Background: an optimization exercise with open tools, aiming at small area. Do not read the settings as production practice.
Only simulation tests tie the RTL to the original design; equivalence was not proved.
Power and IR drop assume default switching activity.

==> flow/design.v (excerpt) <==
module rgb2gray_uhd_4ppc
(
    input [95:0] VIDEO_IN_tdata,
    input VIDEO_IN_tlast,
    output VIDEO_IN_tready,
    input VIDEO_IN_tuser,
    input VIDEO_IN_tvalid,
    input s_axis_video_aclk,
    output [31:0] VIDEO_OUT_tdata,
    output VIDEO_OUT_tlast,
    input VIDEO_OUT_tready,
    output VIDEO_OUT_tuser,
    output VIDEO_OUT_tvalid
);
Size in the first run: ~140 I/O pins.
==> flow/config.mk <==
export PLATFORM = sky130hd
export DESIGN_NAME = rgb2gray_uhd_4ppc
export DESIGN_NICKNAME = rgb2gray_uhd_4ppc
export VERILOG_FILES = /design/flow/design.v
export SDC_FILE = /design/flow/constraint.sdc
export NUM_CORES = 4
export LEC_CHECK = 0
export CAP_MARGIN = 20
export CORE_MARGIN = 2
export CORE_UTILIZATION = 40
export SLEW_MARGIN = 20
export SYNTH_HIERARCHICAL = 1
==> flow/constraint.sdc <==
create_clock -name core_clock -period 4.0 [get_ports {s_axis_video_aclk}]
set_input_delay 0.8000 -clock core_clock [delete_from_list [all_inputs] [get_ports {s_axis_video_aclk}]]
set_output_delay 0.8000 -clock core_clock [all_outputs]
set_load 0.01 [all_outputs]
run.sh (not shown) runs the stock make flow with config.mk's settings and CLKGATE_MAP_FILE= SYNTH_SCRIPT=/design/flow/synth_recipe.tcl, a recipe that flattens the netlist after the stock synthesis.
==> next run, changes <==
- GPL_TIMING_DRIVEN: not set -> 0
Result:
- via count shrinks by about 4%
- worst setup slack loses 0.016 ns
- die area stays the same
- clock skew hardly moves
- core utilization came out lower by 2.6 points
- critical path depth does not change
- combinational power fell by about 2%
- power fell by about 2.3%
==> next run, changes <==
==> flow/flow/run.sh (new file) <==
#!/bin/bash
# Standard layout, with plain buf_1 cells as the port buffers.
set -euo pipefail
export BUFFER_PORTS_ARGS="-buffer_cell sky130_fd_sc_hd__buf_1"
bash standard.sh > standard.log 2>&1
==> flow/standard.sh (new file) <==
#!/bin/bash
# synth_recipe.tcl (not shown) runs the flow's synth.tcl, then flattens the netlist and writes it again
# the make line also repeats each setting of config.mk as NAME=value (left out here)
make -C /OpenROAD-flow-scripts/flow DESIGN_CONFIG=/design/flow/config.mk WORK_HOME=/design/flow/orfs CLKGATE_MAP_FILE= SYNTH_SCRIPT=/design/flow/synth_recipe.tcl "${@:-finish}"
- CTS_BUF_LIST: not set -> sky130_fd_sc_hd__clkbuf_16
- CTS_CLUSTER_DIAMETER: not set -> 80
- CTS_CLUSTER_SIZE: not set -> 25
removed: flow/run.sh
Power shrinks by 9.6%.
Worst hold slack is about the same.
Sequential power stays flat.
Routed wire length shrinks by 3.7%.
Maximum frequency grows by 6.4%.
Via count shrinks by 1.8%.
Core utilization shrinks by 4.0 points.
Combinational power shrinks by 9.0%.
Design area shrinks by 8.0%.
==> next run, changes <==
==> flow/run.sh (new file) <==
#!/bin/bash
# synth_recipe.tcl (not shown) runs the flow's synth.tcl, then flattens the netlist and writes it again
# the make line also repeats each setting of config.mk as NAME=value (left out here)
make -C /OpenROAD-flow-scripts/flow DESIGN_CONFIG=/design/flow/config.mk WORK_HOME=/design/flow/orfs CLKGATE_MAP_FILE= SYNTH_SCRIPT=/design/flow/synth_recipe.tcl finish
removed: flow/flow/run.sh
removed: flow/standard.sh
What happened:
- The new run completed with no timing, DRC or antenna violations
- design area goes up by about 5%
- non-clock buffer count does not change
- routed wire length rose by 2.6%
- setup slack degrades by 0.21 ns
- die area stays the same
- global-route usage increases by 0.38 points
- clock skew barely changes
- via count rises by about 0.5%
- total power is higher by about 0.44%
- hold slack barely changes
- combinational power is higher by about 9%
==> next run, changes <==
- CTS_BUF_LIST: sky130_fd_sc_hd__clkbuf_16 -> sky130_fd_sc_hd__clkbuf_4
- CTS_CLUSTER_DIAMETER: 80 -> not set
- CTS_CLUSTER_SIZE: 25 -> not set
=> The changed run went through all stages and came out clean; flip-flop and latch count does not change; design area went up by 2.8%; clock skew rose by 0.017 ns; clock-buffer cell count went up by 71; global-route usage climbs by 0.57 points; wire length climbs by 1.8%.
==> next run, changes <==
- CTS_BUF_LIST: sky130_fd_sc_hd__clkbuf_4 -> sky130_fd_sc_hd__clkbuf_8
- CTS_CLUSTER_DIAMETER: not set -> 50
- CTS_CLUSTER_SIZE: not set -> 15
Result: Register-to-register slack gets worse by 0.05 ns. Total power falls by about 7%. Die area stays the same. Wire length came out lower by about 1.8%.

========
rgb2gray_uhd_4ppc, a different RTL version from the one above (not shown whole).
For scale: ~630 cells after synthesis, roughly 270 flip-flops, ~140 I/O pins, about 12000 um2 of cells after synthesis.
export LEC_CHECK = 0
export CAP_MARGIN = 20
export CORE_MARGIN = 2
export CORE_UTILIZATION = 40
export CTS_BUF_LIST = sky130_fd_sc_hd__clkbuf_16
export CTS_CLUSTER_DIAMETER = 80
export CTS_CLUSTER_SIZE = 25
export GPL_TIMING_DRIVEN = 0
export SLEW_MARGIN = 20
export SYNTH_HIERARCHICAL = 1
create_clock -name core_clock -period 4.0 [get_ports {s_axis_video_aclk}]
standard.sh (not shown) runs the stock make flow with config.mk's settings and CLKGATE_MAP_FILE= SYNTH_SCRIPT=/design/flow/synth_recipe.tcl, a recipe that flattens the netlist after the stock synthesis.
==> flow/flow/run.sh <==
#!/bin/bash
# Standard layout, with plain buf_1 cells as the port buffers and a clock tree
# without dummy loads and with a small root buffer.
set -euo pipefail
export BUFFER_PORTS_ARGS="-buffer_cell sky130_fd_sc_hd__buf_1"
export CTS_ARGS="-sink_clustering_enable -repair_clock_nets -sink_clustering_size 25 -sink_clustering_max_diameter 80 -buf_list {sky130_fd_sc_hd__clkbuf_8 sky130_fd_sc_hd__clkbuf_16} -sink_clustering_buffer sky130_fd_sc_hd__clkbuf_16 -root_buf sky130_fd_sc_hd__clkbuf_4 -dont_use_dummy_load"
bash standard.sh > standard.log 2>&1
The baseline completed with no timing, DRC or antenna violations.
==> next run, changes <==
==> flow/flow/run.sh (replaced) <==
#!/bin/bash
# Standard layout, with plain buf_1 cells as the port buffers and a clock tree
# without dummy loads and with a small root buffer.
set -euo pipefail
export BUFFER_PORTS_ARGS="-buffer_cell sky130_fd_sc_hd__buf_1"
export CTS_ARGS="-sink_clustering_enable -repair_clock_nets -sink_clustering_size 20 -sink_clustering_max_diameter 55 -buf_list {sky130_fd_sc_hd__clkbuf_8 sky130_fd_sc_hd__clkbuf_16} -sink_clustering_buffer sky130_fd_sc_hd__clkbuf_8 -root_buf sky130_fd_sc_hd__clkbuf_4 -dont_use_dummy_load"
bash standard.sh > standard.log 2>&1
Settings changed: CORE_UTILIZATION 40 to 50, CTS_BUF_LIST sky130_fd_sc_hd__clkbuf_16 to not set, CTS_CLUSTER_DIAMETER 80 to not set, CTS_CLUSTER_SIZE 25 to not set.
Critical path depth stays the same. Final area decreases by 1.6%. Worst setup slack gets worse by 0.0057 ns. Clock power drops by 22%. Routed wire length went down by 2.0%. Area after synthesis stays the same. Final cell count drops by 6.0%.
==> next run, changes <==
==> flow/flow/run.sh (replaced) <==
#!/bin/bash
# Standard layout, with plain buf_1 cells as the port buffers and a clock tree
# without dummy loads and with a small root buffer.
set -euo pipefail
export BUFFER_PORTS_ARGS="-buffer_cell sky130_fd_sc_hd__buf_1"
export CTS_ARGS="-sink_clustering_enable -repair_clock_nets -sink_clustering_size 18 -sink_clustering_max_diameter 60 -buf_list {sky130_fd_sc_hd__clkbuf_8 sky130_fd_sc_hd__clkbuf_16} -sink_clustering_buffer sky130_fd_sc_hd__clkbuf_8 -root_buf sky130_fd_sc_hd__clkbuf_4 -dont_use_dummy_load"
bash standard.sh > standard.log 2>&1
Settings changed: CORE_UTILIZATION 50 to 80.
The new run aborted during detailed placement.
Synthesized cell count stays the same.
Synthesized area stays the same.

========
== maple ==
rgb2gray_uhd_4ppc, a different RTL version from the one above (not shown whole).
For scale: about 670 cells after synthesis, ~270 flip-flops, about 140 I/O pins, roughly 12,000 µm² of cells after synthesis.
export LEC_CHECK = 0
export CAP_MARGIN = 20
export CORE_MARGIN = 2
export CORE_UTILIZATION = 40
export CTS_BUF_LIST = sky130_fd_sc_hd__clkbuf_16
export CTS_CLUSTER_DIAMETER = 100
export CTS_CLUSTER_SIZE = 35
export GPL_TIMING_DRIVEN = 0
export SLEW_MARGIN = 20
export SYNTH_HIERARCHICAL = 1
create_clock -name core_clock -period 4.0 [get_ports {s_axis_video_aclk}]
==> flow/flow/run.sh <==
#!/bin/bash
# Standard layout, with plain buf_1 cells as the port buffers.
set -euo pipefail
export BUFFER_PORTS_ARGS="-buffer_cell sky130_fd_sc_hd__buf_1"
bash standard.sh > standard.log 2>&1
maple completed; timing, DRC and antenna clean
What juniper does differently from maple at the input level:
-- flow/config.mk --
<<< maple, line 10
export CORE_UTILIZATION = 40
export CTS_BUF_LIST = sky130_fd_sc_hd__clkbuf_16
export CTS_CLUSTER_DIAMETER = 100
export CTS_CLUSTER_SIZE = 35
export GPL_TIMING_DRIVEN = 0
export SLEW_MARGIN = 20
>>> juniper, line 10
export CORE_UTILIZATION = 40
export CTS_BUF_LIST = sky130_fd_sc_hd__clkbuf_16
export CTS_CLUSTER_DIAMETER = 80
export CTS_CLUSTER_SIZE = 25
export GPL_TIMING_DRIVEN = 0
export SLEW_MARGIN = 20
Findings:
Wire: juniper routes more than maple
On juniper: smallest setup slack after layout is 25 ps higher than what maple gave.
maple → juniper: clock-cell share of area went up 0.77 points, combinational power held.
[compare] base=maple new=juniper: wire length per cell climbed 0.098 µm; worst slew slack as a fraction of its limit shows an increase of 0.25 points.
> inputs changed (juniper -> violet)
==> flow/flow/run.sh <==
#!/bin/bash
# Standard layout, with plain buf_1 cells as the port buffers and a clock tree
# without dummy loads.
set -euo pipefail
export BUFFER_PORTS_ARGS="-buffer_cell sky130_fd_sc_hd__buf_1"
export CTS_ARGS="-sink_clustering_enable -repair_clock_nets -sink_clustering_size 25 -sink_clustering_max_diameter 80 -buf_list sky130_fd_sc_hd__clkbuf_16 -dont_use_dummy_load"
bash standard.sh > standard.log 2>&1
==> comparison <==
Changes observed in violet relative to juniper: routed wire length has remained practically unchanged; proportion of power drawn by the clock network went down by 0.7 points.
Total number of vias was higher in juniper than in violet.
Edits applied to the flow inputs when going from violet to amber:
==> flow/flow/run.sh <==
#!/bin/bash
# Standard layout, with plain buf_1 cells as the port buffers.
set -euo pipefail
export BUFFER_PORTS_ARGS="-buffer_cell sky130_fd_sc_hd__buf_1"
bash standard.sh > standard.log 2>&1
-- flow/config.mk --
<<< violet, line 10
export CORE_UTILIZATION = 40
export CTS_BUF_LIST = sky130_fd_sc_hd__clkbuf_16
export CTS_CLUSTER_DIAMETER = 80
export CTS_CLUSTER_SIZE = 25
export GPL_TIMING_DRIVEN = 0
export SLEW_MARGIN = 20
>>> amber, line 10
export CORE_UTILIZATION = 40
export CTS_BUF_LIST = sky130_fd_sc_hd__clkbuf_16
export CTS_CLUSTER_DIAMETER = 90
export CTS_CLUSTER_SIZE = 30
export GPL_TIMING_DRIVEN = 0
export SLEW_MARGIN = 20
Results
Diff violet -> amber: final design area excluding fillers increased by about 0.54% relative to the old numbers, total die area roughly the same, share of power burned in combinational logic fell 0.5 points, fmax held, utilization increased by 0.24 points relative to the old numbers. Comparing the two runs side by side, amber comes out ahead of violet on clock skew. Status | violet and amber | clean.

## separate check: timing with driven ports
The results above use ideal ports. As a check the final layouts listed here were re-extracted and re-timed, cells and wires unchanged.
Step 1: set_driving_cell puts a clkbuf_16 on s_axis_video_aclk and a buf_2 on each other input, an assumption about the parent block.
Step 2 adds t to the input delays and takes it off the output delays; t is the mean of the earliest and latest rising clock arrival at the registers after step 1. Input paths then give back, and output paths get back, about the clock's delay inside the block.
Slacks: ideal / step 1 / step 2; pairs: ideal / step 1.
run | shift t [ns] | setup slack, ns | worst slew at a driven data input, ns | cell pins on the clock port's net
the first run of note 1 | 0.545 | 0.123 / 0.139 / -0.406 | 0.07 | 1
the second run of note 1 | 0.546 | 0.107 / 0.121 / -0.425 | 0.05 | 1
the third run of note 1 | 0.520 | 0.339 / 0.340 / -0.160 | 0.04 | 1
the fourth run of note 1 | 0.504 | 0.129 / 0.149 / -0.355 | 0.05 | 1
the fifth run of note 1 | 0.629 | 0.062 / 0.077 / -0.551 | 0.05 | 1
the sixth run of note 1 | 0.558 | 0.099 / 0.109 / -0.449 | 0.05 | 1
the first run of note 2 | 0.665 | 0.732 / 0.732 / 0.156 | 0.08 | 1
the second run of note 2 | 0.599 | 0.727 / 0.727 / 0.172 | 0.04 | 1
maple | 0.507 | 0.311 / 0.328 / -0.179 | 0.07 | 1
juniper | 0.516 | 0.337 / 0.354 / -0.162 | 0.07 | 1
violet | 0.507 | 0.337 / 0.355 / -0.152 | 0.07 | 1
amber | 0.508 | 0.338 / 0.353 / -0.155 | 0.07 | 1
Met with ideal ports but missed after step 2: setup timing in 10 of these runs. The setup slack of the fifth run of note 1, which loses most, moves by +0.015 ns with the drivers and by -0.613 ns with both steps.
